What follows belongs to an exercise in optimizing a design on an open flow for small area and a short achievable clock period; a production flow would make more cautious choices.
No functional check of the RTL was part of any run shown here.
In every run shown here, the design's own scripts or RTL, not TritonCTS, make the clock network.
The flow treats the clock pin as an ideal source. Dropping or thinning the clock tree relies on that and would not hold on a real chip.
Power figures rest on the tool's default switching activity, not on a simulated workload.

File: flow/flow/run.sh
#!/bin/bash
# The standard layout, with three changes: port buffers of a fixed small
# cell, every cell downsized after floorplanning (the repair steps size up
# what needs it), and a clock tree built by hand in place of the tool's.
set -euo pipefail
FLOW_DIR=$(cd "$(dirname "${BASH_SOURCE[0]}")" && pwd)
export BUFFER_PORTS_ARGS="-buffer_cell sky130_fd_sc_hd__buf_2"
export POST_FLOORPLAN_TCL=$FLOW_DIR/downsize.tcl
export PRE_CTS_TCL=$FLOW_DIR/cts_pre.tcl
bash standard.sh > standard.log 2>&1
File: flow/flow/cts_pre.tcl
# Build the clock tree by hand (see manual_cts.tcl) and skip the tool's own:
# the clock port drives four inverters, each driving two inverters that
# drive the flip-flops.
source [file join [file dirname [info script]] manual_cts.tcl]
fm_manual_cts2 {{4 sky130_fd_sc_hd__inv_4} {8 sky130_fd_sc_hd__inv_8}}
proc clock_tree_synthesis {args} { puts "clock_tree_synthesis skipped: tree built by hand" }
# The tool would clone each clock inverter next to every flip-flop it drives.
proc repair_clock_inverters {args} { puts "repair_clock_inverters skipped: tree built by hand" }
File: flow/flow/downsize.tcl
# Give every cell its smallest drive strength; the later repair steps size up
# only what timing, slew and load need.
proc fm_downsize {} {
  set n 0
  foreach inst [get_cells *] {
    set cell [get_name [get_lib_cells -of_objects $inst]]
    if {![regexp {^(sky130_fd_sc_hd__[a-z0-9]+)_([0-9]+)$} $cell -> base drive]} { continue }
    set best $cell
    set best_area [get_property [get_lib_cells */$cell] area]
    foreach lc [get_lib_cells */${base}_*] {
      set name [get_name $lc]
      if {![regexp "^${base}_\[0-9\]+\$" $name]} { continue }
      if {[get_property $lc dont_use]} { continue }
      set a [get_property $lc area]
      if {$a < $best_area} { set best $name; set best_area $a }
    }
    if {$best ne $cell} {
      replace_cell $inst [get_lib_cells */$best]
      incr n
    }
  }
  puts "fm_downsize: $n cells downsized"
}
fm_downsize
File: flow/flow/manual_cts.tcl
# Clock tree built by hand. The flip-flops are split by placement into
# groups of near-equal size, each driven by one leaf cell; with two levels,
# the leaves are split the same way under the cells the clock port drives.
# With inverters, two levels keep the clock's polarity.
proc fm_split {pts k axis} {
  # split pts (list of {object x y}) into k groups of near-equal size,
  # cutting across the longer spread first
  if {$k <= 1} { return [list $pts] }
  set xs [lsort -integer [lmap p $pts {lindex $p 1}]]
  set ys [lsort -integer [lmap p $pts {lindex $p 2}]]
  set axis [expr {([lindex $xs end] - [lindex $xs 0]) >= ([lindex $ys end] - [lindex $ys 0]) ? 1 : 2}]
  set s [lsort -integer -index $axis $pts]
  set n [llength $s]
  set k1 [expr {$k / 2}]
  set n1 [expr {($n * $k1) / $k}]
  return [concat [fm_split [lrange $s 0 [expr {$n1 - 1}]] $k1 $axis] \
                 [fm_split [lrange $s $n1 end] [expr {$k - $k1}] $axis]]
}

proc fm_drive {block groups master prefix src} {
  # one cell of master per group, its input on net src, its output driving
  # the group; returns {inst x y} for each new cell
  set out {}
  set i 0
  foreach g $groups {
    set sx 0; set sy 0
    foreach p $g { incr sx [lindex $p 1]; incr sy [lindex $p 2] }
    set cx [expr {$sx / [llength $g]}]
    set cy [expr {$sy / [llength $g]}]
    set inst [odb::dbInst_create $block $master "${prefix}_$i"]
    set net [odb::dbNet_create $block "${prefix}_net_$i"]
    $net setSigType CLOCK
    foreach p $g {
      set it [lindex $p 0]
      $it disconnect
      $it connect $net
    }
    set in_pin [lindex [lmap m [[$inst getMaster] getMTerms] {expr {[$m getIoType] eq "INPUT" && [$m getSigType] eq "SIGNAL" ? [$m getName] : [continue]}}] 0]
    set out_pin [lindex [lmap m [[$inst getMaster] getMTerms] {expr {[$m getIoType] eq "OUTPUT" ? [$m getName] : [continue]}}] 0]
    [$inst findITerm $in_pin] connect $src
    [$inst findITerm $out_pin] connect $net
    $inst setLocation [expr {$cx - [$master getWidth] / 2}] [expr {$cy - [$master getHeight] / 2}]
    $inst setPlacementStatus PLACED
    puts "fm_manual_cts: ${prefix}_$i ([$master getName]) drives [llength $g] pins"
    lappend out [list [$inst findITerm $in_pin] $cx $cy]
    incr i
  }
  return $out
}

# levels: list of {count cell}, from the clock port down to the leaves
proc fm_manual_cts2 {levels} {
  set block [ord::get_db_block]
  set db [ord::get_db]
  set clk [$block findNet clk]
  set pts {}
  foreach it [$clk getITerms] {
    set box [[$it getInst] getBBox]
    lappend pts [list $it [expr {([$box xMin] + [$box xMax]) / 2}] [expr {([$box yMin] + [$box yMax]) / 2}]]
  }
  # build from the leaves up: each level's cells are the sinks of the one above
  set lv [llength $levels]
  for {set l [expr {$lv - 1}]} {$l >= 0} {incr l -1} {
    lassign [lindex $levels $l] n cell
    set groups [fm_split $pts $n 1]
    set pts [fm_drive $block $groups [$db findMaster $cell] "clk_l${l}" $clk]
  }
  set_propagated_clock [all_clocks]
}
File: flow/standard.sh
#!/bin/bash
# synth_recipe.tcl (not shown) runs the flow's synth.tcl, then flattens the netlist and writes it again
# the make line also repeats each setting of config.mk as NAME=value (left out here)
make -C /OpenROAD-flow-scripts/flow DESIGN_CONFIG=/design/flow/config.mk WORK_HOME=/design/flow/orfs CLKGATE_MAP_FILE= SYNTH_SCRIPT=/design/flow/synth_recipe.tcl "${@:-finish}"
File: flow/config.mk
export PLATFORM = sky130hd
export DESIGN_NAME = fifo_module
export DESIGN_NICKNAME = fifo_module
export VERILOG_FILES = /design/flow/design.v
export SDC_FILE = /design/flow/constraint.sdc
export NUM_CORES = 4
export LEC_CHECK = 0
export CAP_MARGIN = 20
export CORE_MARGIN = 2
export CORE_UTILIZATION = 60
export SETUP_SLACK_MARGIN = 2.5
export SLEW_MARGIN = 20
export SYNTH_HIERARCHICAL = 1
export SYNTH_MINIMUM_KEEP_SIZE = 0
File: flow/constraint.sdc
create_clock -name core_clock -period 4.0 [get_ports {clk}]
set_input_delay 0.8000 -clock core_clock [delete_from_list [all_inputs] [get_ports {clk}]]
set_output_delay 0.8000 -clock core_clock [all_outputs]
set_load 0.01 [all_outputs]
File: flow/design.v
module fifo_module #(
    parameter WIDTH = 8,
    parameter DEPTH = 16,
    parameter ADDR_WIDTH = 4
) (
    input clk,
    input rst,
    input [WIDTH-1:0] data_in,
    input write_enable,
    input read_enable,
    output reg [WIDTH-1:0] data_out,
    output reg full,
    output reg empty
);
reg [WIDTH-1:0] mem_n [0:DEPTH-1];    
reg [3:0] lo_n, hi_n;                 
reg full_q, empty_q;                  
wire [3:0] lo_d, hi_d;
wire empty_d, full_d;
wire [DEPTH-1:0] mem_en;
fm_ctrl u_ctrl (
    .we(write_enable), .re(read_enable), .rst(rst),
    .lo_n(lo_n), .hi_n(hi_n), .empty(empty_q), .full(full_q),
    .lo_d(lo_d), .hi_d(hi_d), .empty_d(empty_d), .full_d(full_d)
);
always @(posedge clk) begin
    lo_n    <= lo_d;
    hi_n    <= hi_d;
    empty_q <= empty_d;
    full_q  <= full_d;
    empty   <= empty_d;
    full    <= full_d;
end
wire [WIDTH-1:0] din_n;
genvar k, b;
generate
    for (b = 0; b < WIDTH; b = b + 1) begin : g_din
        fm_inv u_inv (.a(data_in[b]), .y(din_n[b]));
    end
    for (k = 0; k < DEPTH; k = k + 1) begin : g_wen
        wire en_n;
        fm_nand2b u_en_n (.a_n(full_q), .b(write_enable), .y(en_n));
        fm_inv u_en (.a(en_n), .y(mem_en[k]));
    end
endgenerate
always @(posedge clk) begin
    if (mem_en[0])
        mem_n[0] <= din_n;
end
generate
    for (k = 1; k < DEPTH; k = k + 1) begin : g_shift
        always @(posedge clk) begin
            if (mem_en[k])
                mem_n[k] <= mem_n[k-1];
        end
    end
endgenerate
wire [DEPTH-1:0] sel;
generate
    for (k = 0; k < DEPTH; k = k + 1) begin : g_sel
        fm_nor2 u_sel (.a(lo_n[k % 4]), .b(hi_n[k / 4]), .y(sel[k]));
    end
endgenerate
wire [WIDTH-1:0] oldest, dout_d;
generate
    for (b = 0; b < WIDTH; b = b + 1) begin : g_rd
        wire [7:0] t;
        wire [1:0] z;
        for (k = 0; k < 8; k = k + 1) begin : g_t
            fm_a22oi u_t (.a1(sel[2*k]), .a2(mem_n[2*k][b]), .b1(sel[2*k+1]), .b2(mem_n[2*k+1][b]), .y(t[k]));
        end
        fm_nand4 u_z0 (.a(t[0]), .b(t[1]), .c(t[2]), .d(t[3]), .y(z[0]));
        fm_nand4 u_z1 (.a(t[4]), .b(t[5]), .c(t[6]), .d(t[7]), .y(z[1]));
        fm_nor2 u_o (.a(z[0]), .b(z[1]), .y(oldest[b]));
        wire den;
        fm_nor3b u_den (.a(rst), .b(empty_q), .c_n(read_enable), .y(den));
        fm_mux2 u_h (.a0(data_out[b]), .a1(oldest[b]), .s(den), .y(dout_d[b]));
    end
endgenerate
always @(posedge clk) begin
    data_out <= dout_d;
end
endmodule
module fm_ctrl (
    input we, input re, input rst,
    input [3:0] lo_n, input [3:0] hi_n, input empty, input full,
    output [3:0] lo_d, output [3:0] hi_d, output empty_d, output full_d
);
wire w, r, up, dn, up_n, dn_n, rst_n;
fm_nor2b  u_w  (.a(full), .b_n(we), .y(w));
fm_nor2b  u_r  (.a(empty), .b_n(re), .y(r));
fm_nor2b  u_up (.a(r), .b_n(w), .y(up));
fm_nor2b  u_dn (.a(w), .b_n(r), .y(dn));
fm_nand2b u_upn (.a_n(r), .b(w), .y(up_n));
fm_nand2b u_dnn (.a_n(w), .b(r), .y(dn_n));
fm_inv u_rst (.a(rst), .y(rst_n));
wire [3:0] hi_inc, hi_dec;
genvar i;
generate
    for (i = 0; i < 4; i = i + 1) begin : g_hi
        fm_mux2 u_inc (.a0(hi_n[(i + 3) % 4]), .a1(hi_n[i]), .s(lo_n[3]), .y(hi_inc[i]));
        fm_mux2 u_dec (.a0(hi_n[(i + 1) % 4]), .a1(hi_n[i]), .s(lo_n[0]), .y(hi_dec[i]));
    end
endgenerate
wire [7:0] cur = {hi_n, lo_n};
wire [7:0] inc = {hi_inc, lo_n[2:0], lo_n[3]};
wire [7:0] dec = {hi_dec, lo_n[0], lo_n[3:1]};
wire [7:0] nxt;
generate
    for (i = 0; i < 8; i = i + 1) begin : g_h
        wire t0, t1;
        fm_a22oi u_t0 (.a1(up), .a2(inc[i]), .b1(dn), .b2(dec[i]), .y(t0));
        fm_nand3 u_t1 (.a(up_n), .b(dn_n), .c(cur[i]), .y(t1));
        if (i % 4 == 3) begin : g_r0
            fm_a21oi u_o (.a1(t0), .a2(t1), .b1(rst), .y(nxt[i]));
        end else begin : g_r1
            fm_nand3 u_o (.a(t0), .b(t1), .c(rst_n), .y(nxt[i]));
        end
    end
endgenerate
assign lo_d = nxt[3:0];
assign hi_d = nxt[7:4];
wire h0, h14;
fm_nor2 u_h0 (.a(lo_n[0]), .b(hi_n[0]), .y(h0));
fm_nor2 u_h14 (.a(lo_n[2]), .b(hi_n[3]), .y(h14));
wire te, tf;
fm_a22oi u_te (.a1(empty), .a2(up_n), .b1(dn), .b2(h0), .y(te));
fm_nand2 u_e (.a(te), .b(rst_n), .y(empty_d));
fm_a22oi u_tf (.a1(full), .a2(dn_n), .b1(up), .b2(h14), .y(tf));
fm_nor2  u_f (.a(tf), .b(rst), .y(full_d));
endmodule
module fm_inv (input a, output y);
assign y = ~a;
endmodule
module fm_nand2 (input a, input b, output y);
assign y = ~(a & b);
endmodule
module fm_and2 (input a, input b, output y);
assign y = a & b;
endmodule
module fm_nor2 (input a, input b, output y);
assign y = ~(a | b);
endmodule
module fm_nor2b (input a, input b_n, output y);
assign y = ~a & b_n;
endmodule
module fm_nand2b (input a_n, input b, output y);
assign y = ~(~a_n & b);
endmodule
module fm_nand3 (input a, input b, input c, output y);
assign y = ~(a & b & c);
endmodule
module fm_a21oi (input a1, input a2, input b1, output y);
assign y = ~((a1 & a2) | b1);
endmodule
module fm_nor3b (input a, input b, input c_n, output y);
assign y = ~a & ~b & c_n;
endmodule
module fm_nand4 (input a, input b, input c, input d, output y);
assign y = ~(a & b & c & d);
endmodule
module fm_a22oi (input a1, input a2, input b1, input b2, output y);
assign y = ~((a1 & a2) | (b1 & b2));
endmodule
module fm_mux2 (input a0, input a1, input s, output y);
assign y = s ? a1 : a0;
endmodule
==> results.toml, run 1 <==
[global_routing]
grt_pass1_wl_mm = 17.3
grt-ovfl-total = 0
antenna_found_initial = 0
grtUsageTotal_pct = 20.0
grt_pass1_vias = 3180
grt_max_degree = 20

[worst_setup_path]
path_cells = "buf_12 -> nor2b_4 -> buf_12 -> buf_6 -> nor2b_4 -> a22oi_1 -> nand3_1"
cp.required_ps = 4040
critPathMaxFanout = 6
timing.rr.start = "lo_n[3]$_DFF_P_"
cp_top_family = "buffers and inverters"
slowest_stage = "a22oi_1"
worstSetupEndpointType = "flop"
worstPathBufferInverterCount = 3
arrival_ps = 1670
rrSetupSlack_ps = 2520
critical-path-max-stage-delay_ps = 160
worstRegToRegCells = 5
crit_type = "primary input to flop"
timing.rr.end = "data_out[6]$_DFF_P_"
critPathLaunchType = "primary input"

[yosys]
yosysMostFrequentCell = "edfxtp_1"
synth_edf_count = 128
muxShareOfSynthArea_pct = 3.99
yosys-top-cells-area = "edfxtp_1 (64%), a22oi_2 (15%), dfxtp_1 (6.0%)"
synth_ff_type = "edfxtp_1"
synth_compound_area_share_pct = 15.7
yosys.area.top_type_share_pct = 63.8
synth_xor_xnor_area_share_pct = 0
async_reset_ff_share_pct = 0
synthTopCellsByCount = "edfxtp_1 (128), a22oi_2 (74), nor2_1 (27)"
yosys.area_share.simple_pct = 9.01
synth_seq_cells = 146
netlist_area_um2 = 6020
synthAdderAreaFrac_pct = 0
synth-seq-area-share_pct = 69.8
syn_nets = 363
ys_types = 13
avgSynthCellArea_um2 = 17.2
synth_top_cell_by_area = "edfxtp_1"
synth_top_family_by_area = "compound AO/OA/AOI/OAI gates"
synthCells = 351
synth_warnings = 9

[sta]
fmax_mhz = 615
fin_crit_ps = 1630
final_hold_viol_count = 0
fin_skew_ps = 21.9
setup-violations-final = 0
slew_headroom_pct = 71.6
tightest_slew_ps = 426
tns_ps = 0
maxSlewViolCount = 0
rsz0062_at_grt = "true"
fin_crit_sh_pct = 40.7

[clock_network]
path_clk_slew_ps = 100
clock_latency_ps = 150
cts_hold_buf = 0

[hold_path]
hold_path.startpoint = "mem_n[13][7]$_DFFE_PP_"
holdCritPathClass = "flop to flop"
min_to = "mem_n[14][7]$_DFFE_PP_"
hold_depth = 0

[floorplan]
dieWidth_um = 104
die-area_um2 = 10900
io_pins = 22
die_y_um = 104
start_util_pct = 61.6
rows = 36
core_region_area_um2 = 9770

[status]
status = "no timing/DRC/antenna violations"

[detailed_routing]
wl_mm = 11.2
first_pass_iters = 4
wire_per_inst_um = 21.0
via_per_inst = 5.96
route.detailed.drc = 0
drt_iter0_drc = 171
dr_total_vias = 3190
ant_nets = 0

[run]
maxCapViolCount = 0

[layout]
fin_area_um2 = 6430
regArea_um2 = 4230
fillers = 721
insertedDiodeCount = 0
drive_above_1_share_pct = 27.6
final_nets = 416
multi_input_area_um2 = 1520
area_growth_pct = 6.77

[placed_design]
place.gp.congestion = 0.780
placed_area_um2 = 5790
dpl.hpwl_mm = 7.70
io_buffers = 21

[power]
power.density_nw_per_um2 = 459
power_mw = 2.95
cellLeakagePower_nw = 2.22
peakVddDrop_mv = 0.274
cell usage in the layout (no fill, tap or decap):
| cell | synthesis | layout |
|---|---|---|
| buf_4 | 0 | 8 |
| mux2_1 | 0 | 14 |
| inv_4 | 0 | 4 |
| nor3b_1 | 0 | 2 |
| nor2_1 | 27 | 11 |
| mux2_4 | 16 | 2 |
| nor3b_2 | 8 | 3 |
| a22oi_2 | 74 | 5 |
| dfxtp_1 | 18 | 7 |
| edfxtp_1 | 128 | 128 |
| clkinvlp_4 | 0 | 2 |
| nand4_1 | 16 | 16 |
| inv_2 | 0 | 10 |
| inv_1 | 25 | 13 |
| buf_6 | 0 | 4 |
| nor2b_4 | 4 | 6 |
| inv_8 | 0 | 8 |
| a21oi_1 | 0 | 2 |
| buf_8 | 0 | 2 |
| nor3b_4 | 0 | 3 |
| nand2b_4 | 0 | 4 |
| nand2b_1 | 18 | 14 |
| dfxtp_4 | 0 | 4 |
| buf_2 | 0 | 18 |
| dfxtp_2 | 0 | 7 |
| nor2_4 | 0 | 16 |
| nand3_1 | 14 | 14 |
| a22oi_1 | 0 | 69 |
| buf_12 | 0 | 4 |
| nand2_1 | 1 | 1 |
| nand2b_2 | 0 | 1 |
modules after synthesis (local to each module, per instance), excerpt:
module	copies in the design	cells inside
fm_nand2	1	1
fm_a21oi	2	1
fm_nor2	27	1
fm_nor3b	8	1
fm_mux2	16	1
fm_nand3	14	1
fm_nand2b	18	1
fm_a22oi	74	1
fm_nand4	16	1
through the flow:
step           setup WS, ps  util, %  hold WS (ps)  std cells
2_1_floorplan          2420        -           446        351
3_3_place_gp           1780     59.2           428        505
3_5_place_dp           1660     59.2           433        505
4_1_cts                2410     64.5           454        528
5_1_grt                2350     65.8           461        535
6_report               2370     65.8           449        535
where the power goes:
group / leakage (nW) / internal (mW) / total [mW] / switching [mW]
Combinational: 0.760 / 0.185 / 0.411 / 0.226
Sequential: 1.40 / 1.84 / 1.96 / 0.121
Clock: 0.0663 / 0.0955 / 0.582 / 0.487
worst register-to-register path: stages (launching register included):
cell and delay [ps]:
dfxtp_2 610, nor2_4 110, a22oi_1 220, nand4_1 160, nor2_1 170, mux2_1 140
per-layer routing:
layer,global-route usage (%),part of all wire [%],up-vias
met5,0,0,-
met4,3.19,1.8,0
met3,1.19,2.2,13
met2,34.8,51,50
met1,28.7,45,1623
li1,-,-,1504
what timing repair did:
item / in CTS / in global routing
setup endpoints to repair: 148 / 34
resized for setup: 93 / 15
cloned: 2 / 1
setup buffers: 9 / 6
pin swaps: 7 / 8
kinds of logic (layout without fill, tap and decap cells):
group | count (synthesis) | in the layout
flip-flops | 146 | 146
AND/OR/NAND/NOR | 88 | 91
AO/OA/AOI/OAI | 76 | 76
buffers and inverters | 25 | 73
multiplexers | 16 | 16
worst max path at each step:
stage                 start               to  slack, ps  depth (start not counted)
4_1_cts        write_enable  lo_n[3]$_DFF_P_       2410                          5
6_report       write_enable  hi_n[0]$_DFF_P_       2370                          7
5_1_grt         read_enable  hi_n[3]$_DFF_P_       2350                          5
2_1_floorplan  write_enable  lo_n[3]$_DFF_P_       2420                          4
3_3_place_gp   write_enable  lo_n[3]$_DFF_P_       1780                          5
3_5_place_dp   write_enable  hi_n[3]$_DFF_P_       1660                          5
sequential cells by signal, summed over array words and instances, names as in the netlist:
| register | cells |
|---|---|
| lo_n | 4 |
| mem_n | 128 |
| data_out | 8 |
| hi_n | 4 |
| empty_q | 1 |
| full_q | 1 |
layout make-up:
class / instances / area share (%)
multi-input cells: 183 / 23.6
flip-flops and latches: 146 / 65.7
well taps: 133 / 2.59
inverters: 37 / 3.37
repair buffers: 36 / 4.75
==> run 2: changes to the inputs <==
--- a/flow/design.v
+++ b/flow/design.v
@@ -62,4 +62,7 @@
     end
 endgenerate
+wire den, den_n;
+fm_nor3b u_den (.a(rst), .b(empty_q), .c_n(read_enable), .y(den));
+fm_or3b u_den_n (.a(rst), .b(empty_q), .c_n(read_enable), .y(den_n));
 wire [WIDTH-1:0] oldest, dout_d;
 generate
@@ -73,7 +76,8 @@
         fm_nand4 u_z1 (.a(t[4]), .b(t[5]), .c(t[6]), .d(t[7]), .y(z[1]));
         fm_nor2 u_o (.a(z[0]), .b(z[1]), .y(oldest[b]));
-        wire den;
-        fm_nor3b u_den (.a(rst), .b(empty_q), .c_n(read_enable), .y(den));
-        fm_mux2 u_h (.a0(data_out[b]), .a1(oldest[b]), .s(den), .y(dout_d[b]));
+        wire n0, n1;
+        fm_nand2 u_n0 (.a(den), .b(oldest[b]), .y(n0));
+        fm_nand2 u_n1 (.a(den_n), .b(data_out[b]), .y(n1));
+        fm_nand2 u_d (.a(n0), .b(n1), .y(dout_d[b]));
     end
 endgenerate
@@ -87,11 +91,17 @@
     output [3:0] lo_d, output [3:0] hi_d, output empty_d, output full_d
 );
-wire w, r, up, dn, up_n, dn_n, rst_n;
+wire w, r, rst_n;
+wire [2:0] up, dn, up_n, dn_n;
 fm_nor2b  u_w  (.a(full), .b_n(we), .y(w));
 fm_nor2b  u_r  (.a(empty), .b_n(re), .y(r));
-fm_nor2b  u_up (.a(r), .b_n(w), .y(up));
-fm_nor2b  u_dn (.a(w), .b_n(r), .y(dn));
-fm_nand2b u_upn (.a_n(r), .b(w), .y(up_n));
-fm_nand2b u_dnn (.a_n(w), .b(r), .y(dn_n));
+genvar g;
+generate
+    for (g = 0; g < 3; g = g + 1) begin : g_ud
+        fm_nor2b  u_up (.a(r), .b_n(w), .y(up[g]));
+        fm_nor2b  u_dn (.a(w), .b_n(r), .y(dn[g]));
+        fm_nand2b u_upn (.a_n(r), .b(w), .y(up_n[g]));
+        fm_nand2b u_dnn (.a_n(w), .b(r), .y(dn_n[g]));
+    end
+endgenerate
 fm_inv u_rst (.a(rst), .y(rst_n));
 wire [3:0] hi_inc, hi_dec;
@@ -110,6 +120,6 @@
     for (i = 0; i < 8; i = i + 1) begin : g_h
         wire t0, t1;
-        fm_a22oi u_t0 (.a1(up), .a2(inc[i]), .b1(dn), .b2(dec[i]), .y(t0));
-        fm_nand3 u_t1 (.a(up_n), .b(dn_n), .c(cur[i]), .y(t1));
+        fm_a22oi u_t0 (.a1(up[i / 4]), .a2(inc[i]), .b1(dn[i / 4]), .b2(dec[i]), .y(t0));
+        fm_nand3 u_t1 (.a(up_n[i / 4]), .b(dn_n[i / 4]), .c(cur[i]), .y(t1));
         if (i % 4 == 3) begin : g_r0
             fm_a21oi u_o (.a1(t0), .a2(t1), .b1(rst), .y(nxt[i]));
@@ -125,7 +135,7 @@
 fm_nor2 u_h14 (.a(lo_n[2]), .b(hi_n[3]), .y(h14));
 wire te, tf;
-fm_a22oi u_te (.a1(empty), .a2(up_n), .b1(dn), .b2(h0), .y(te));
+fm_a22oi u_te (.a1(empty), .a2(up_n[2]), .b1(dn[2]), .b2(h0), .y(te));
 fm_nand2 u_e (.a(te), .b(rst_n), .y(empty_d));
-fm_a22oi u_tf (.a1(full), .a2(dn_n), .b1(up), .b2(h14), .y(tf));
+fm_a22oi u_tf (.a1(full), .a2(dn_n[2]), .b1(up[2]), .b2(h14), .y(tf));
 fm_nor2  u_f (.a(tf), .b(rst), .y(full_d));
 endmodule
@@ -157,4 +167,7 @@
 assign y = ~a & ~b & c_n;
 endmodule
+module fm_or3b (input a, input b, input c_n, output y);
+assign y = a | b | ~c_n;
+endmodule
 module fm_nand4 (input a, input b, input c, input d, output y);
 assign y = ~(a & b & c & d);
--- a/flow/flow/cts_pre.tcl
+++ b/flow/flow/cts_pre.tcl
@@ -3,5 +3,5 @@
 # drive the flip-flops.
 source [file join [file dirname [info script]] manual_cts.tcl]
-fm_manual_cts2 {{4 sky130_fd_sc_hd__inv_4} {8 sky130_fd_sc_hd__inv_8}}
+fm_manual_cts2 {{4 sky130_fd_sc_hd__clkinv_2} {8 sky130_fd_sc_hd__clkinv_4}}
 proc clock_tree_synthesis {args} { puts "clock_tree_synthesis skipped: tree built by hand" }
 # The tool would clone each clock inverter next to every flip-flop it drives.
--- a/flow/config.mk
+++ b/flow/config.mk
@@ -9,5 +9,5 @@
 export CORE_MARGIN = 2
 export CORE_UTILIZATION = 60
-export SETUP_SLACK_MARGIN = 2.5
+export SETUP_SLACK_MARGIN = 2.45
 export SLEW_MARGIN = 20
 export SYNTH_HIERARCHICAL = 1
==> run 2 against run 1 <==
- design area fell by 4.1%
- critical path depth fell by 1
- global-route usage is 0.15 points higher
- sequential share of layout area rose by 2.9 points
- largest power group unchanged
- flip-flop and latch count stayed put
- via count up 1.3%
==> results.toml, run 2 <==
[yosys]
synthAdderAreaFrac_pct = 0
synth_xor_xnor_area_share_pct = 0
yosysMostFrequentCell = "edfxtp_1"
yosys-top-cells-area = "edfxtp_1 (64%), a22oi_2 (15%), dfxtp_1 (6.0%)"
async_reset_ff_share_pct = 0
synth_edf_count = 128
synth-seq-area-share_pct = 70.1
avgSynthCellArea_um2 = 16.2
ys_types = 14
synth_seq_cells = 146
muxShareOfSynthArea_pct = 2.00
synth_compound_area_share_pct = 15.7
syn_nets = 381
synthTopCellsByCount = "edfxtp_1 (128), a22oi_2 (74), nor2_1 (27)"
synth_ff_type = "edfxtp_1"
synth_warnings = 9
netlist_area_um2 = 6000
yosys.area.top_type_share_pct = 64.1
yosys.area_share.simple_pct = 10.6
synth_top_family_by_area = "compound AO/OA/AOI/OAI gates"
synth_top_cell_by_area = "edfxtp_1"
synthCells = 369

[clock_network]
clock_latency_ps = 230
path_clk_slew_ps = 120

[sta]
maxSlewViolCount = 0
setup-violations-final = 0
fin_crit_sh_pct = 38.4
fin_crit_ps = 1540
slew_headroom_pct = 63.8
setup_ws_ps = 2460
fin_skew_ps = 22.6
tightest_slew_ps = 540
fmax_mhz = 651
tns_ps = 0
final_hold_viol_count = 0
rsz0062_at_grt = "true"
whs_ps = 441

[worst_setup_path]
crit_type = "primary input to flop"
worstSetupEndpointType = "flop"
critPathMaxFanout = 7
arrival_ps = 1650
cp-startpoint = "write_enable"
timing.rr.start = "hi_n[1]$_DFF_P_"
critPathLaunchType = "primary input"
cp.required_ps = 4120

[power]
switching_share_pct = 27.2
power.density_nw_per_um2 = 452
pwr-share-seq_pct = 69.2
internal-power_mw = 2.03
cellLeakagePower_nw = 2.19
peakVddDrop_mv = 0.255
p_clk_share_pct = 17.6
pwr-share-comb_pct = 13.2
p_switching_uw = 758

[placed_design]
placed_area_um2 = 5790
io_buffers = 21
place.gp.congestion = 0.831
dpl.hpwl_mm = 7.78
preCtsSetupSlack_ps = 1590

[global_routing]
grt-ovfl-total = 0
grtUsageTotal_pct = 20.1
grt_max_degree = 20
antenna_found_initial = 0
grt_pass1_vias = 3160
grt_pass1_wl_mm = 17.3

[floorplan]
die-area_um2 = 10800
core_region_area_um2 = 9730
io_pins = 22
rows = 36
die_y_um = 104
dieWidth_um = 104
start_util_pct = 61.6

[layout]
insertedDiodeCount = 0
largest_register_ff_count = 128
final_nets = 425
top_regs = "mem_n x128, data_out x8"
area_growth_pct = 2.88
regMostFlops = "mem_n"
final_common_cell = "edfxtp_1"
layout.cells.most_common_list = "edfxtp_1 (128), a22oi_1 (71), inv_1 (25), nand2_1 (25), nand2b_1 (20)"
drive_above_1_share_pct = 20.7
fin_area_um2 = 6170

[detailed_routing]
drt_iter0_drc = 247
dr_total_vias = 3230
ant_nets = 0
via_per_inst = 5.94
route.detailed.drc = 0
first_pass_iters = 5
wl_mm = 11.0
wire_per_inst_um = 20.3

[hold_path]
hold_path.startpoint = "mem_n[0][2]$_DFFE_PP_"
holdCritPathClass = "flop to flop"

[run]
maxCapViolCount = 0

[status]
status = "no timing/DRC/antenna violations"
[run 2: cell types whose count changed after synthesis]
cell	delta
nand2b_1	+4
nand2_1	+24
or3b_1	+1
mux2_4	-8
nor2b_4	+4
nor3b_2	-7
[run 2: cell type report]
cell class | instances | area (µm²)
Inverter | 37 | 184
Multi-Input combinational cell | 199 | 1360
Timing Repair Buffer | 29 | 226
Fill cell | 736 | 3560
Sequential cell | 146 | 4240
Tap cell | 133 | 166
[run 2: Yosys stat by module (local to each module, per instance), excerpt]
module	cells inside	area, µm²
fm_nand4	1	6.26
fifo_module	146	4200
fm_mux2	1	15.0
fm_nor2	1	3.75
fm_nand2b	1	6.26
fm_or3b	1	8.76
fm_nand3	1	5.00
fm_inv	1	3.75
fm_a21oi	1	8.76
[run 2: final timing paths]
kind / endpoint / slack (ps) / depth (start not counted)
setup / recovery: hi_n[2]$_DFF_P_ / 2460 / 6
hold reg to reg: mem_n[1][2]$_DFFE_PP_ / 440 / 0
hold / removal: mem_n[1][2]$_DFFE_PP_ / 440 / 0
setup reg to reg: data_out[5]$_DFF_P_ / 2520 / 6
[run 2: cell families after synthesis]
group / Yosys count
buffers and inverters: 25
AO/OA/AOI/OAI: 76
multiplexers: 8
flip-flops: 146
AND/OR/NAND/NOR: 114
[run 2: metrics by stage]
step / util, % / std cells / power [mW]
floorplan: - / 369 / 2.22
global placement: 59.6 / 523 / 2.27
detailed placement: 59.6 / 523 / 2.28
CTS: 61.2 / 538 / 2.76
global route: 63.4 / 544 / 2.92
finish: 63.4 / 544 / 2.79
[run 2: repair_timing]
item / in CTS / in global routing
resized for setup: 20 / 44
hold buffers: 0 / 0
endpoints found under the setup margin: 92 / 25
cloned: 0 / 1
endpoints found under the hold margin: 0 / 0
pin swaps: 1 / 1
buffers inserted: 3 / 5
[run 2: routing by layer]
| metal | global-route usage [%] | vias up | wire (µm) |
|---|---|---|---|
| met5 | 0 | - | 0 |
| met4 | 5.21 | 0 | 344 |
| met3 | 1.38 | 24 | 487 |
| met2 | 32.2 | 106 | 5270 |
| met1 | 30.5 | 1583 | 4930 |
| li1 | - | 1517 | - |
[run 2: power groups by stage]
| stage | Sequential (mW) | Combinational (mW) | Clock (mW) |
|---|---|---|---|
| after floorplan | 1.95 | 0.266 | 0 |
| after global placement | 1.95 | 0.320 | 0 |
| after detailed placement | 1.96 | 0.325 | 0 |
| after CTS | 1.92 | 0.335 | 0.506 |
| after global routing | 1.95 | 0.402 | 0.564 |
| final | 1.93 | 0.368 | 0.491 |
[run 2: critical path: stages]
cell	delay, ps
buf_16	100
nor2b_4	260
buf_6	140
nor2b_4	40
a22oi_1	210
nand3_1	100
==> run 3: changes to the inputs <==
--- a/flow/config.mk
+++ b/flow/config.mk
@@ -9,5 +9,5 @@
 export CORE_MARGIN = 2
 export CORE_UTILIZATION = 60
-export SETUP_SLACK_MARGIN = 2.45
+export SETUP_SLACK_MARGIN = 2.55
 export SLEW_MARGIN = 20
 export SYNTH_HIERARCHICAL = 1
==> run 3 against run 2 <==
- design area grew 2.8%
- flip-flop and latch count is the same
- sequential power is essentially flat
- global-route usage shrank 0.31 points
- cell count grew 1.1%
- first-iteration DRC count shrank 9.3%
- core utilization grew 1.7 points
- power grew 2.2%
- clock power is essentially flat
- critical path depth shrank 5
- critical path type is now flop to output port
- largest cell class unchanged
==> results.toml, run 3 <==
[status]
status = "no timing/DRC/antenna violations"

[worst_setup_path]
arrival_ps = 720
slowest_stage = "dfxtp_4"
critPathLaunchType = "flop"
worstPathBufferInverterCount = 1
cp_top_family = "flip-flops"
path_cells = "buf_6"
critical-path-max-stage-delay_ps = 380
critPathMaxFanout = 2
worstSetupEndpointType = "output port"
crit_type = "flop to output port"
cp.required_ps = 3200

[layout]
fin_area_um2 = 6340
multi_input_area_um2 = 1410
area_growth_pct = 5.72
largest_register_ff_count = 128
regMostFlops = "mem_n"
drive_above_1_share_pct = 23.7
layout.cells.most_common_list = "edfxtp_1 (128), a22oi_1 (68), nand2_1 (25), inv_1 (24), nand2b_1 (20)"
fillers = 737
top_regs = "mem_n x128, data_out x8"
final_nets = 431
regArea_um2 = 4250
insertedDiodeCount = 0
final_common_cell = "edfxtp_1"

[sta]
rsz0062_at_grt = "true"
tns_ps = 0
setup-violations-final = 0
maxSlewViolCount = 0
fin_crit_ps = 1520
tightest_slew_ps = 383
final_hold_viol_count = 0
fin_crit_sh_pct = 38.0
slew_headroom_pct = 74.4
fmax_mhz = 657
fin_skew_ps = 25.0

[yosys]
avgSynthCellArea_um2 = 16.2
yosys.area.top_type_share_pct = 64.1
yosysMostFrequentCell = "edfxtp_1"
synth_edf_count = 128
async_reset_ff_share_pct = 0
syn_nets = 381
synth_seq_cells = 146
synthTopCellsByCount = "edfxtp_1 (128), a22oi_2 (74), nor2_1 (27)"
synth_top_cell_by_area = "edfxtp_1"
synth-seq-area-share_pct = 70.1
ys_types = 14
synthCells = 369
yosys-top-cells-area = "edfxtp_1 (64%), a22oi_2 (15%), dfxtp_1 (6.0%)"
synth_warnings = 9
netlist_area_um2 = 6000
synth_ff_type = "edfxtp_1"

[detailed_routing]
via_per_inst = 5.87
route.detailed.drc = 0
dr_total_vias = 3227
drt_iter0_drc = 224
wl_mm = 11.0
ant_nets = 0
wire_per_inst_um = 20.1
first_pass_iters = 5

[hold_path]
holdCritPathClass = "flop to flop"

[floorplan]
dieWidth_um = 104
io_pins = 22
rows = 36
die_y_um = 104
core_region_area_um2 = 9730
start_util_pct = 61.6
die-area_um2 = 10800

[placed_design]
io_buffers = 21
dpl.hpwl_mm = 7.60
place.gp.congestion = 0.816
placed_area_um2 = 5790

[power]
power_mw = 2.85
peakVddDrop_mv = 0.275
cellLeakagePower_nw = 2.24
power.density_nw_per_um2 = 450

[global_routing]
antenna_found_initial = 0
grt-ovfl-total = 0
grtUsageTotal_pct = 19.8
grt_max_degree = 20
grt_pass1_vias = 3095
grt_pass1_wl_mm = 16.9

[clock_network]
clock_latency_ps = 230
path_clk_slew_ps = 120

[run]
maxCapViolCount = 0
-- run 3: cell types whose count changed in the layout (fill, tap and decap cells not counted), sizes merged --
cell      change
buf           +5
clkbuf        +1
clkinvlp      +1
inv           -1
-- run 3: per-stage QoR --
stage / setup slack, ps / utilization, % / cells / hold slack [ps]
2_1_floorplan: 2370 / - / 369 / 446
3_3_place_gp: 1710 / 59.6 / 523 / 424
3_5_place_dp: 1600 / 59.6 / 523 / 425
4_1_cts: 2460 / 62.6 / 539 / 452
5_1_grt: 2420 / 65.1 / 550 / 468
6_report: 2480 / 65.1 / 550 / 448
-- run 3: where the power goes --
group / leakage (nW) / internal (mW) / total [mW] / switching [mW]
sequential: 1.40 / 1.83 / 1.94 / 0.109
clock: 0.0486 / 0.0569 / 0.494 / 0.437
combinational: 0.788 / 0.192 / 0.417 / 0.224
total: 2.24 / 2.08 / 2.85 / 0.770
-- run 3: path summary, 6_finish.rpt --
path	end	depth (start not counted)	startpoint	slack [ps]
setup / recovery	full	1	full_q$_DFF_P_	2480
hold / removal	data_out[6]$_DFF_P_	2	data_out[6]$_DFF_P_	450
setup reg to reg	data_out[3]$_DFF_P_	6	lo_n[2]$_DFF_P_	2570
hold reg to reg	data_out[6]$_DFF_P_	2	data_out[6]$_DFF_P_	450
-- run 3: cells by family after synthesis --
| kind of cell | count (synthesis) | synth area share [%] |
|---|---|---|
| AO/OA/AOI/OAI | 76 | 15.7 |
| buffers and inverters | 25 | 1.57 |
| flip-flops | 146 | 70.1 |
| multiplexers | 8 | 2.00 |
| AND/OR/NAND/NOR | 114 | 10.6 |
-- run 3: repair_timing --
item,in CTS,in global routing
hold buffers,0,0
hold endpoints to repair,0,0
setup endpoints to repair,156,34
buffers inserted,4,9
pin swaps,0,4
resized for setup,58,32
gates cloned,0,2
-- run 3: layout make-up --
class,instances,area share [%]
inverters,37,2.96
multi-input cells,199,22.2
flip-flops and latches,146,67.0
well taps,133,2.63
repair buffers,35,5.17
-- run 3: modules after synthesis, one instance, submodules excluded, a selection --
module	cell area, µm²	times used	flops+latches
fm_inv	3.75	25	0
fm_or3b	8.76	1	0
fm_nand2	3.75	25	0
fm_nor2b	13.8	8	0
fm_a21oi	8.76	2	0
fm_nor3b	12.5	1	0
fm_nand3	5.00	14	0
fm_nor2	3.75	27	0
fifo_module	4200	1	146
-- run 3: per-layer routing --
layer / part of all wire (%) / global-route usage, %
met5: 0 / 0
met3: 4.9 / 1.82
met1: 44 / 29.3
met4: 1.7 / 2.90
met2: 50 / 33.3
==> run 4: changes to the inputs <==
--- a/flow/design.v
+++ b/flow/design.v
@@ -17,10 +17,11 @@
 reg full_q, empty_q;                  
 wire [3:0] lo_d, hi_d;
-wire empty_d, full_d;
+wire empty_d, full_d, empty_o_d, full_o_d;
 wire [DEPTH-1:0] mem_en;
 fm_ctrl u_ctrl (
     .we(write_enable), .re(read_enable), .rst(rst),
     .lo_n(lo_n), .hi_n(hi_n), .empty(empty_q), .full(full_q),
-    .lo_d(lo_d), .hi_d(hi_d), .empty_d(empty_d), .full_d(full_d)
+    .lo_d(lo_d), .hi_d(hi_d), .empty_d(empty_d), .full_d(full_d),
+    .empty_o_d(empty_o_d), .full_o_d(full_o_d)
 );
 always @(posedge clk) begin
@@ -29,6 +30,6 @@
     empty_q <= empty_d;
     full_q  <= full_d;
-    empty   <= empty_d;
-    full    <= full_d;
+    empty   <= empty_o_d;
+    full    <= full_o_d;
 end
 wire [WIDTH-1:0] din_n;
@@ -89,5 +90,6 @@
     input we, input re, input rst,
     input [3:0] lo_n, input [3:0] hi_n, input empty, input full,
-    output [3:0] lo_d, output [3:0] hi_d, output empty_d, output full_d
+    output [3:0] lo_d, output [3:0] hi_d, output empty_d, output full_d,
+    output empty_o_d, output full_o_d
 );
 wire w, r, rst_n;
@@ -137,6 +139,8 @@
 fm_a22oi u_te (.a1(empty), .a2(up_n[2]), .b1(dn[2]), .b2(h0), .y(te));
 fm_nand2 u_e (.a(te), .b(rst_n), .y(empty_d));
+fm_nand2 u_eo (.a(te), .b(rst_n), .y(empty_o_d));
 fm_a22oi u_tf (.a1(full), .a2(dn_n[2]), .b1(up[2]), .b2(h14), .y(tf));
 fm_nor2  u_f (.a(tf), .b(rst), .y(full_d));
+fm_nor2  u_fo (.a(tf), .b(rst), .y(full_o_d));
 endmodule
 module fm_inv (input a, output y);
==> run 4 against run 3 <==
- hold slack got worse by 1.7 ps
- design area rose by 0.89%
- via count increased by 1.1%
- clock skew decreased by 5.3 ps
- still clean on timing, DRC and antenna
- largest cell class unchanged
==> results.toml, run 4 <==
[sta]
maxSlewViolCount = 0
final_hold_viol_count = 0
fin_crit_ps = 1510
slew_headroom_pct = 75.1
tightest_slew_ps = 373
tns_ps = 0
rsz0062_at_grt = "true"
setup-violations-final = 0
fmax_mhz = 664
fin_crit_sh_pct = 37.7
whs_ps = 446
fin_skew_ps = 19.7

[yosys]
synth_compound_area_share_pct = 15.6
avgSynthCellArea_um2 = 16.2
yosysMostFrequentCell = "edfxtp_1"
synthAdderAreaFrac_pct = 0
synth_top_family_by_area = "compound AO/OA/AOI/OAI gates"
netlist_area_um2 = 6040
yosys-top-cells-area = "edfxtp_1 (64%), a22oi_2 (15%), dfxtp_1 (6.6%)"
synth_seq_cells = 148
synth-seq-area-share_pct = 70.2
synthTopCellsByCount = "edfxtp_1 (128), a22oi_2 (74), nor2_1 (28)"
synth_xor_xnor_area_share_pct = 0
syn_nets = 385
synthCells = 373
synth_edf_count = 128
muxShareOfSynthArea_pct = 1.99
synth_ff_type = "edfxtp_1"
ys_types = 14
synth_warnings = 9
async_reset_ff_share_pct = 0
yosys.area_share.simple_pct = 10.6
synth_top_cell_by_area = "edfxtp_1"
yosys.area.top_type_share_pct = 63.6

[power]
power.density_nw_per_um2 = 450
cellLeakagePower_nw = 2.25
peakVddDrop_mv = 0.318

[detailed_routing]
dr_total_vias = 3262
via_per_inst = 5.93
first_pass_iters = 5
drt_iter0_drc = 246
ant_nets = 0
route.detailed.drc = 0
wire_per_inst_um = 20.4
wl_mm = 11.2

[layout]
drive_above_1_share_pct = 25.9
insertedDiodeCount = 0
area_growth_pct = 5.82
largest_register_ff_count = 128
fillers = 721
final_common_cell = "edfxtp_1"
regMostFlops = "mem_n"
layout.cells.most_common_list = "edfxtp_1 (128), a22oi_1 (62), nand2_1 (25), inv_1 (23), nand2b_1 (17)"
final_nets = 431
final_core_util_pct = 65.4
top_regs = "mem_n x128, data_out x8"

[placed_design]
io_buffers = 21
place.gp.congestion = 0.793
dpl.hpwl_mm = 7.88

[status]
status = "no timing/DRC/antenna violations"

[worst_setup_path]
rrSetupSlack_ps = 2590
critPathLaunchType = "primary input"
cp_top_family = "simple AND/OR/NAND/NOR gates"
arrival_ps = 1660
worstSetupEndpointType = "flop"
path_cells = "buf_12 -> nor2b_4 -> nor2b_4 -> a22oi_2 -> a21oi_2"
worstPathBufferInverterCount = 1
crit_path_frequent_cell = "nor2b_4"
critical-path-max-stage-delay_ps = 260
crit_type = "primary input to flop"
critPathMaxFanout = 6
slowest_stage = "nor2b_4"
cp.required_ps = 4160

[clock_network]
clock_latency_ps = 230
path_clk_slew_ps = 110
cts_hold_buf = 0

[global_routing]
grt_pass1_vias = 3391
grtUsageTotal_pct = 20.7
grt_max_degree = 20
grt_pass1_wl_mm = 18.1
grt-ovfl-total = 0
antenna_found_initial = 0

[floorplan]
rows = 36
io_pins = 22
start_util_pct = 61.8
die_y_um = 104
core_region_area_um2 = 9770
dieWidth_um = 104
die-area_um2 = 10900

[hold_path]
holdCritPathClass = "flop to flop"

[run]
maxCapViolCount = 0
## run 4: cell types whose count changed after synthesis
cell / before / now
dfxtp_1: 18 / 20
nand2_1: 25 / 26
nor2_1: 27 / 28
## run 4: area by class of cell
class / instances / area [µm²] / share of cell area (%)
Inverter: 37 / 184 / 2.88
Sequential cell: 148 / 4290 / 67.0
Tap cell: 133 / 166 / 2.60
Multi-Input combinational cell: 202 / 1490 / 23.3
Timing Repair Buffer: 30 / 270 / 4.23
## run 4: worst paths after layout
kind,from,end,cells after the start
setup reg to reg,lo_n[2]$_DFF_P_,data_out[5]$_DFF_P_,6
hold reg to reg,mem_n[1][1]$_DFFE_PP_,mem_n[2][1]$_DFFE_PP_,0
setup / recovery,write_enable,lo_n[3]$_DFF_P_,5
hold / removal,mem_n[1][1]$_DFFE_PP_,mem_n[2][1]$_DFFE_PP_,0
## run 4: layer usage
metal  share of wire (%)  vias to the layer above  track usage (%)
met3                 5.0                       14             1.82
met4                 1.9                        0             3.57
met1                  41                     1623             28.7
met2                  52                       92             36.6
met5                   0                        -                0
li1                    -                     1533                -
## run 4: logic make-up (layout without fill, tap and decap cells)
kind of cell	count (synthesis)	count (layout)
flip-flops	148	148
AO/OA/AOI/OAI	76	76
AND/OR/NAND/NOR	116	118
multiplexers	8	8
buffers and inverters	25	67
## run 4: stage by stage
stage | setup WS, ps | cell area, µm² | std cells | power (mW)
2_1_floorplan | 2370 | 6050 | 373 | 2.24
3_3_place_gp | 1770 | 5840 | 527 | 2.29
3_5_place_dp | 1650 | 5840 | 527 | 2.30
4_1_cts | 2490 | 6170 | 544 | 2.86
5_1_grt | 2470 | 6390 | 550 | 3.01
6_report | 2490 | 6390 | 550 | 2.88
## run 4: per-module statistics from Yosys, one instance, submodules excluded, excerpt
| module | area, µm² | cells inside |
|---|---|---|
| fm_nand2b | 6.26 | 1 |
| fm_a21oi | 8.76 | 1 |
| fifo_module | 4240 | 148 |
| fm_nand2 | 3.75 | 1 |
| fm_inv | 3.75 | 1 |
| fm_mux2 | 15.0 | 1 |
| fm_nor2 | 3.75 | 1 |
| fm_nand4 | 6.26 | 1 |
| fm_nand3 | 5.00 | 1 |
| fm_or3b | 8.76 | 1 |
| fm_a22oi | 12.5 | 1 |
| fm_nor2b | 13.8 | 1 |
| fm_nor3b | 12.5 | 1 |
## run 4: power breakdown
group | leakage [nW] | switching, mW | internal [mW] | total, mW
clock | 0.0486 | 0.442 | 0.0568 | 0.499
sequential | 1.42 | 0.116 | 1.85 | 1.97
combinational | 0.785 | 0.226 | 0.185 | 0.411
total | 2.25 | 0.784 | 2.10 | 2.88
## run 4: timing repair
action / 4_1_cts / 5_1_grt
gates resized for setup: 63 / 42
cloned: 2 / 0
pin swaps: 2 / 7
setup buffers: 3 / 6
endpoints found under the setup margin: 158 / 114
==> run 5: changes to the inputs <==
==> flow/flow/cts_pre.tcl (replaced) <==
# Build the clock tree by hand (see manual_cts.tcl) and skip the tool's own:
# the clock port drives four inverters, each driving one inverter that
# drive the flip-flops.
source [file join [file dirname [info script]] manual_cts.tcl]
fm_manual_cts2 {{4 sky130_fd_sc_hd__inv_4} {4 sky130_fd_sc_hd__inv_16}}
proc clock_tree_synthesis {args} { puts "clock_tree_synthesis skipped: tree built by hand" }
# The tool would clone each clock inverter next to every flip-flop it drives.
proc repair_clock_inverters {args} { puts "repair_clock_inverters skipped: tree built by hand" }
==> run 5 against run 4 <==
- sequential share of layout area decreased by 0.32 points
- design area is 0.39% higher
- power is 1.8% higher
- first-iteration DRC count rose by 0.41%
- via count rose by 1.9%
- critical path type unchanged
- critical endpoint unchanged
- largest cell class unchanged
- highest routed layer unchanged
==> results.toml, run 5 <==
[yosys]
yosys.area.top_type_share_pct = 63.6
synth_seq_cells = 148
yosys-top-cells-area = "edfxtp_1 (64%), a22oi_2 (15%), dfxtp_1 (6.6%)"
synthCells = 373
avgSynthCellArea_um2 = 16.2
synth_warnings = 9
yosysMostFrequentCell = "edfxtp_1"
async_reset_ff_share_pct = 0
ys_types = 14
synth_top_cell_by_area = "edfxtp_1"
synth_ff_type = "edfxtp_1"
syn_nets = 385
synth_edf_count = 128
netlist_area_um2 = 6040
synthTopCellsByCount = "edfxtp_1 (128), a22oi_2 (74), nor2_1 (28)"
synth-seq-area-share_pct = 70.2

[run]
maxCapViolCount = 0

[sta]
fin_crit_sh_pct = 39.4
fin_skew_ps = 8.13
tns_ps = 0
slew_headroom_pct = 74.4
maxSlewViolCount = 0
tightest_slew_ps = 383
setup-violations-final = 0
final_hold_viol_count = 0
rsz0062_at_grt = "true"
fmax_mhz = 634
fin_crit_ps = 1580

[layout]
top_regs = "mem_n x128, data_out x8"
fillers = 716
layout.cells.most_common_list = "edfxtp_1 (128), a22oi_1 (63), nand2_1 (23), nand2b_1 (18), nand4_1 (16)"
insertedDiodeCount = 0
drive_above_1_share_pct = 27.9
final_nets = 430
regMostFlops = "mem_n"
area_growth_pct = 6.23
largest_register_ff_count = 128
final_common_cell = "edfxtp_1"
regArea_um2 = 4280
multi_input_area_um2 = 1470
layout.cells.non_filler = 549
final_core_util_pct = 65.7

[detailed_routing]
via_per_inst = 6.05
wire_per_inst_um = 20.7
ant_nets = 0
route.detailed.drc = 0
drt_iter0_drc = 247
first_pass_iters = 5
dr_total_vias = 3323
wl_mm = 11.4

[floorplan]
die-area_um2 = 10900
io_pins = 22
dieWidth_um = 104
start_util_pct = 61.8
rows = 36
die_y_um = 104
core_region_area_um2 = 9770

[power]
peakVddDrop_mv = 0.288
power.density_nw_per_um2 = 457
cellLeakagePower_nw = 2.27

[worst_setup_path]
worstSetupEndpointType = "flop"
path_cells = "buf_12 -> nor2b_4 -> nor2b_4 -> a22oi_1 -> a21oi_1"
crit_path_frequent_cell = "nor2b_4"
critPathMaxFanout = 7
cp_top_family = "simple AND/OR/NAND/NOR gates"
slowest_stage = "nor2b_4"
worstPathBufferInverterCount = 1
crit_type = "primary input to flop"
critical-path-max-stage-delay_ps = 250
cp.required_ps = 4080
critPathLaunchType = "primary input"
arrival_ps = 1660

[global_routing]
antenna_found_initial = 0
grt_max_degree = 38
grtUsageTotal_pct = 20.7
grt-ovfl-total = 0
grt_pass1_vias = 3326
grt_pass1_wl_mm = 18.0

[clock_network]
clock_latency_ps = 150
path_clk_slew_ps = 110

[placed_design]
dpl.hpwl_mm = 7.88
place.gp.congestion = 0.793
dp.cells = 527
io_buffers = 21

[hold_path]
holdCritPathClass = "flop to flop"

[status]
status = "no timing/DRC/antenna violations"
==> run 5: cell types whose count changed in the layout (fill, tap and decap cells not counted), moves of 2 or more <==
cell	change
inv_4	+4
inv_1	-12
nand2_1	-2
inv_16	+4
buf_6	-6
clkinv_4	-8
clkinv_2	-4
inv_2	+12
nand2_2	+2
buf_2	+5
==> run 5: path summary, 6_finish.rpt <==
| path | start | endpoint | slack (ps) | cells past startpoint |
|---|---|---|---|---|
| worst max register to register | hi_n[1]$_DFF_P_ | data_out[5]$_DFF_P_ | 2560 | 6 |
| worst min register to register | data_out[5]$_DFF_P_ | data_out[5]$_DFF_P_ | 460 | 2 |
| worst max-delay path | write_enable | lo_n[3]$_DFF_P_ | 2420 | 5 |
| worst min-delay path | data_out[5]$_DFF_P_ | data_out[5]$_DFF_P_ | 460 | 2 |
==> run 5: repair_timing <==
item	in CTS	in global routing
hold buffers	0	0
cloned	3	0
setup endpoints to repair	149	34
gates resized for setup	64	42
buffers inserted	5	6
pin swaps	5	16
==> run 5: Yosys stat by module, one instance, submodules excluded, excerpt <==
module     cells  cell area [µm²]
fm_a22oi       1             12.5
fm_nand2b      1             6.26
fm_a21oi       1             8.76
fm_or3b        1             8.76
fm_nor2b       1             13.8
fm_nand4       1             6.26
==> run 5: cell families after synthesis <==
family | share of synthesized area [%]
multiplexers | 1.99
buffers and inverters | 1.55
flip-flops | 70.2
AO/OA/AOI/OAI | 15.6
AND/OR/NAND/NOR | 10.6
==> run 5: layout make-up <==
class                      instances  area share, %
inverter                          33           3.10
multi-input combinational        202           22.9
sequential                       148           66.7
tap                              133           2.59
timing repair buffer              33           4.72
==> run 5: power breakdown <==
part,switching (mW),internal [mW]
clock,0.464,0.0947
combinational,0.229,0.178
sequential,0.114,1.85
==> run 5: tightest hold or removal path: stages, from the launching register on <==
cell and delay, ps:
dfxtp_2 340, nand2_1 50, nand2_1 50
==> run 5: metal layers <==
| layer | vias to the layer above | global-route usage (%) | part of all wire (%) |
|---|---|---|---|
| met4 | 0 | 3.28 | 1.7 |
| li1 | 1536 | - | - |
| met5 | - | 0 | 0 |
| met1 | 1677 | 29.2 | 42 |
| met2 | 98 | 36.4 | 52 |
| met3 | 12 | 1.50 | 4.6 |
==> run 5: per-stage QoR <==
stage	hold slack [ps]	cell area (µm²)	worst slack, ps	power, mW
floorplan	446	6050	2370	2.24
finish	456	6420	2420	2.93
detailed placement	431	5840	1650	2.30
CTS	452	6190	2490	2.88
global placement	422	5840	1770	2.29
global route	468	6420	2420	3.07
==> run 6: changes to the inputs <==
--- a/flow/design.v
+++ b/flow/design.v
@@ -93,35 +93,27 @@
     output empty_o_d, output full_o_d
 );
-wire w, r, rst_n;
-wire [2:0] up, dn, up_n, dn_n;
-fm_nor2b  u_w  (.a(full), .b_n(we), .y(w));
-fm_nor2b  u_r  (.a(empty), .b_n(re), .y(r));
-genvar g;
+wire [7:0] nx_a, nx_b, nx_c;
+wire e_rd, f_wr;
+fm_ctrl_pre u_pre (.lo_n(lo_n), .hi_n(hi_n), .empty(empty), .full(full),
+                   .nx_a(nx_a), .nx_b(nx_b), .nx_c(nx_c), .e_rd(e_rd), .f_wr(f_wr));
+wire [1:0] d00, d01, d10, d11;
+wire rst_n;
+genvar g, i;
 generate
-    for (g = 0; g < 3; g = g + 1) begin : g_ud
-        fm_nor2b  u_up (.a(r), .b_n(w), .y(up[g]));
-        fm_nor2b  u_dn (.a(w), .b_n(r), .y(dn[g]));
-        fm_nand2b u_upn (.a_n(r), .b(w), .y(up_n[g]));
-        fm_nand2b u_dnn (.a_n(w), .b(r), .y(dn_n[g]));
+    for (g = 0; g < 2; g = g + 1) begin : g_dec
+        fm_nor2  u_d00 (.a(we), .b(re), .y(d00[g]));
+        fm_nor2b u_d01 (.a(we), .b_n(re), .y(d01[g]));
+        fm_nor2b u_d10 (.a(re), .b_n(we), .y(d10[g]));
+        fm_and2  u_d11 (.a(we), .b(re), .y(d11[g]));
     end
 endgenerate
 fm_inv u_rst (.a(rst), .y(rst_n));
-wire [3:0] hi_inc, hi_dec;
-genvar i;
-generate
-    for (i = 0; i < 4; i = i + 1) begin : g_hi
-        fm_mux2 u_inc (.a0(hi_n[(i + 3) % 4]), .a1(hi_n[i]), .s(lo_n[3]), .y(hi_inc[i]));
-        fm_mux2 u_dec (.a0(hi_n[(i + 1) % 4]), .a1(hi_n[i]), .s(lo_n[0]), .y(hi_dec[i]));
-    end
-endgenerate
 wire [7:0] cur = {hi_n, lo_n};
-wire [7:0] inc = {hi_inc, lo_n[2:0], lo_n[3]};
-wire [7:0] dec = {hi_dec, lo_n[0], lo_n[3:1]};
 wire [7:0] nxt;
 generate
     for (i = 0; i < 8; i = i + 1) begin : g_h
         wire t0, t1;
-        fm_a22oi u_t0 (.a1(up[i / 4]), .a2(inc[i]), .b1(dn[i / 4]), .b2(dec[i]), .y(t0));
-        fm_nand3 u_t1 (.a(up_n[i / 4]), .b(dn_n[i / 4]), .c(cur[i]), .y(t1));
+        fm_a22oi u_t0 (.a1(d00[i / 4]), .a2(cur[i]), .b1(d01[i / 4]), .b2(nx_b[i]), .y(t0));
+        fm_a22oi u_t1 (.a1(d10[i / 4]), .a2(nx_a[i]), .b1(d11[i / 4]), .b2(nx_c[i]), .y(t1));
         if (i % 4 == 3) begin : g_r0
             fm_a21oi u_o (.a1(t0), .a2(t1), .b1(rst), .y(nxt[i]));
@@ -133,14 +125,30 @@
 assign lo_d = nxt[3:0];
 assign hi_d = nxt[7:4];
-wire h0, h14;
-fm_nor2 u_h0 (.a(lo_n[0]), .b(hi_n[0]), .y(h0));
-fm_nor2 u_h14 (.a(lo_n[2]), .b(hi_n[3]), .y(h14));
 wire te, tf;
-fm_a22oi u_te (.a1(empty), .a2(up_n[2]), .b1(dn[2]), .b2(h0), .y(te));
+fm_a22oi u_te (.a1(d00[0]), .a2(empty), .b1(d01[0]), .b2(e_rd), .y(te));
 fm_nand2 u_e (.a(te), .b(rst_n), .y(empty_d));
 fm_nand2 u_eo (.a(te), .b(rst_n), .y(empty_o_d));
-fm_a22oi u_tf (.a1(full), .a2(dn_n[2]), .b1(up[2]), .b2(h14), .y(tf));
+fm_a22oi u_tf (.a1(d00[0]), .a2(full), .b1(d10[0]), .b2(f_wr), .y(tf));
 fm_nor2  u_f (.a(tf), .b(rst), .y(full_d));
 fm_nor2  u_fo (.a(tf), .b(rst), .y(full_o_d));
+endmodule
+module fm_ctrl_pre (
+    input [3:0] lo_n, input [3:0] hi_n, input empty, input full,
+    output [7:0] nx_a, output [7:0] nx_b, output [7:0] nx_c,
+    output e_rd, output f_wr
+);
+wire [3:0] hi_inc = lo_n[3] ? hi_n : {hi_n[2:0], hi_n[3]};
+wire [3:0] hi_dec = lo_n[0] ? hi_n : {hi_n[0], hi_n[3:1]};
+wire [7:0] cur = {hi_n, lo_n};
+wire [7:0] inc = {hi_inc, lo_n[2:0], lo_n[3]};
+wire [7:0] dec = {hi_dec, lo_n[0], lo_n[3:1]};
+localparam [7:0] H15 = 8'b0111_0111;
+localparam [7:0] H0  = 8'b1110_1110;
+localparam [7:0] H14 = 8'b0111_1011;
+assign nx_a = full ? H15 : inc;
+assign nx_b = empty ? H15 : dec;
+assign nx_c = empty ? H0 : full ? H14 : cur;
+assign e_rd = empty | ~(lo_n[0] | hi_n[0]);
+assign f_wr = full | ~(lo_n[2] | hi_n[3]);
 endmodule
 module fm_inv (input a, output y);
==> flow/flow/cts_pre.tcl (replaced) <==
# Build the clock tree by hand (see manual_cts.tcl) and skip the tool's own:
# the clock port drives four inverters, each driving two inverters that
# drive the flip-flops.
source [file join [file dirname [info script]] manual_cts.tcl]
fm_manual_cts2 {{4 sky130_fd_sc_hd__clkinv_2} {8 sky130_fd_sc_hd__clkinv_4}}
proc clock_tree_synthesis {args} { puts "clock_tree_synthesis skipped: tree built by hand" }
# The tool would clone each clock inverter next to every flip-flop it drives.
proc repair_clock_inverters {args} { puts "repair_clock_inverters skipped: tree built by hand" }
--- a/flow/config.mk
+++ b/flow/config.mk
@@ -9,5 +9,5 @@
 export CORE_MARGIN = 2
 export CORE_UTILIZATION = 60
-export SETUP_SLACK_MARGIN = 2.55
+export SETUP_SLACK_MARGIN = 2.45
 export SLEW_MARGIN = 20
 export SYNTH_HIERARCHICAL = 1
==> run 6 against run 5 <==
- synthesized area rose by 2.2%
- design area is 4.5% lower
- register-to-register slack got worse by 30 ps
- wire length fell by 2.1%
- core utilization decreased by 5.2 points
- maximum frequency up 4.8%
- combinational power down 33%
- critical path type unchanged
- critical endpoint is now mem_n[5][1]$_DFFE_PP_
- largest cell class unchanged
==> results.toml, run 6 <==
[power]
power.density_nw_per_um2 = 436
cellLeakagePower_nw = 2.15
peakVddDrop_mv = 0.224
power_mw = 2.67

[sta]
maxSlewViolCount = 0
fmax_mhz = 664
slew_headroom_pct = 59.8
fin_skew_ps = 37.0
fin_crit_ps = 1510
final_hold_viol_count = 0
tightest_slew_ps = 602
rsz0062_at_grt = "true"
setup-violations-final = 0
tns_ps = 0
fin_crit_sh_pct = 37.7
setup_ws_ps = 2490

[clock_network]
cts_hold_buf = 0
path_clk_slew_ps = 120
clock_latency_ps = 240

[yosys]
synth-seq-area-share_pct = 68.7
synth_warnings = 9
synth_edf_count = 128
yosys.area.top_type_share_pct = 62.2
synthTopCellsByCount = "edfxtp_1 (128), a22oi_2 (82), nor2_1 (32)"
avgSynthCellArea_um2 = 15.6
synthCells = 397
async_reset_ff_share_pct = 0
yosys-top-cells-area = "edfxtp_1 (62%), a22oi_2 (17%), dfxtp_1 (6.5%)"
synth_top_cell_by_area = "edfxtp_1"
syn_nets = 409
ys_types = 27
synth_ff_type = "edfxtp_1"
synth_seq_cells = 148
netlist_area_um2 = 6170
yosysMostFrequentCell = "edfxtp_1"

[layout]
largest_register_ff_count = 128
insertedDiodeCount = 0
final_nets = 442
area_growth_pct = -0.709
layout.cells.non_filler = 564
final_common_cell = "edfxtp_1"
final_core_util_pct = 60.5
layout.cells.most_common_list = "edfxtp_1 (128), a22oi_1 (82), nand2_1 (29), buf_2 (20), nor2_1 (17)"
regMostFlops = "mem_n"
top_regs = "mem_n x128, data_out x8"
drive_above_1_share_pct = 17.3

[run]
maxCapViolCount = 0

[worst_setup_path]
arrival_ps = 1390
worstSetupEndpointType = "flop"
critPathLaunchType = "primary input"
crit_type = "primary input to flop"
critPathMaxFanout = 24
cp.required_ps = 3890

[floorplan]
dieWidth_um = 105
rows = 37
io_pins = 22
die-area_um2 = 11100
start_util_pct = 60.9
die_y_um = 105
core_region_area_um2 = 10100

[detailed_routing]
wl_mm = 11.1
first_pass_iters = 4
wire_per_inst_um = 19.7
ant_nets = 0
via_per_inst = 5.84
dr_total_vias = 3294
drt_iter0_drc = 236
route.detailed.drc = 0

[placed_design]
dp.cells = 551
dpl.hpwl_mm = 7.95
preCtsSetupSlack_ps = 2040
io_buffers = 21
place.gp.congestion = 0.776

[global_routing]
grt_pass1_vias = 3273
antenna_found_initial = 0
grt_pass1_wl_mm = 17.6
grt_max_degree = 29
met2_usage_pct = 33.7
grtUsageTotal_pct = 20.1
grt-ovfl-total = 0
top_usage_layer = "met2"
grtUsageMet1_pct = 29.8
gr-usage-met3_pct = 1.48

[status]
status = "no timing/DRC/antenna violations"

[hold_path]
holdCritPathClass = "flop to flop"
==> run 6: changes by cell type after synthesis, moves of 5 or more <==
cell / previous run / this run
nand2b_1: 22 / 16
nor2b_1: 0 / 5
mux2i_1: 0 / 5
mux2_4: 8 / 0
nand3_1: 14 / 6
or2_1: 0 / 6
a22oi_2: 74 / 82
==> run 6: area by class of cell <==
cell class                 count  area, µm²
inverter                      38        191
timing repair buffer          23        123
tap                          136        170
sequential                   148       4260
fill                         803       4010
multi-input combinational    219       1380
==> run 6: per-module statistics from Yosys, one instance, submodules excluded, excerpt <==
module | cells | copies in the design | flip-flops and latches
fm_nand2b | 1 | 16 | 0
fifo_module | 148 | 1 | 148
fm_ctrl_pre | 40 | 1 | 0
fm_nor2 | 1 | 28 | 0
fm_inv | 1 | 25 | 0
fm_a22oi | 1 | 82 | 0
fm_nand3 | 1 | 6 | 0
fm_a21oi | 1 | 2 | 0
fm_nand2 | 1 | 26 | 0
fm_nor3b | 1 | 1 | 0
fm_and2 | 1 | 2 | 0
fm_nand4 | 1 | 16 | 0
fm_or3b | 1 | 1 | 0
fm_nor2b | 1 | 4 | 0
==> run 6: layer usage <==
layer | wire length [µm] | vias up
met5 | 0 | -
met4 | 145 | 0
met3 | 436 | 11
met2 | 5480 | 73
met1 | 5070 | 1614
li1 | - | 1596
==> run 6: power breakdown <==
part | switching [mW] | total, mW | internal [mW]
logic | 0.167 | 0.273 | 0.106
registers | 0.0878 | 1.90 | 1.81
clock network | 0.442 | 0.499 | 0.0570
total | 0.696 | 2.67 | 1.98
==> run 6: cell families after synthesis <==
family          after synthesis  synth area share [%]
mux                           5                 0.811
buf+inv                      30                  2.05
compound gates               90                  17.6
simple gates                124                  10.8
flops                       148                  68.7
==> run 6: through the flow <==
stage	cell area (µm²)	hold slack [ps]
6_report	6130	432
3_3_place_gp	5970	417
3_5_place_dp	5970	424
2_1_floorplan	6170	446
5_1_grt	6130	446
4_1_cts	6090	438
==> run 6: what timing repair did <==
action | CTS | global route
resized for setup | 16 | 25
cloned | 0 | 0
buffers inserted | 0 | 1
endpoints found under the setup margin | 148 | 80
==> run 6: critical path: stages <==
cell	delay [ps]
buf_4	250
nand2b_1	80
inv_1	250
==> run 6: worst paths after layout <==
check | from | to | slack (ps) | cells after the start
max | write_enable | mem_n[5][1]$_DFFE_PP_ | 2490 | 3
min | mem_n[3][4]$_DFFE_PP_ | mem_n[4][4]$_DFFE_PP_ | 430 | 0
max reg2reg | lo_n[3]$_DFF_P_ | data_out[4]$_DFF_P_ | 2530 | 6
min reg2reg | mem_n[3][4]$_DFFE_PP_ | mem_n[4][4]$_DFFE_PP_ | 430 | 0

[port drivers added, routing unchanged]
Ports are ideal in the flow. The routed layouts listed here were re-timed in OpenROAD.
Step 1, drivers: a clkbuf_16 drives clk and a buf_2 each remaining input, both assumed.
Step 2 also shifts input and output timing later by t, the mid clock arrival at the registers, as if the neighbouring blocks saw the same clock.
Slacks: ideal ports / drivers / drivers and shift; pairs: ideal ports / drivers.
run | t, ns | slack for setup (ns) | hold WS [ns]
run 1 | 0.228 | 2.373 / 2.414 / 2.186 | 0.449 / 0.449 / 0.449
run 2 | 0.288 | 2.463 / 2.396 / 2.152 | 0.441 / 0.441 / 0.441
run 3 | 0.284 | 2.478 / 2.407 / 2.191 | 0.448 / 0.448 / 0.448
run 4 | 0.295 | 2.494 / 2.431 / 2.213 | 0.446 / 0.446 / 0.446
run 5 | 0.237 | 2.422 / 2.396 / 2.159 | 0.456 / 0.456 / 0.456
run 6 | 0.289 | 2.494 / 2.426 / 2.254 | 0.432 / 0.432 / 0.432
After both steps setup and hold are still met in every run listed. For run 2, which loses most, drivers alone change the setup slack by -0.067 ns; drivers and shift together by -0.311 ns.
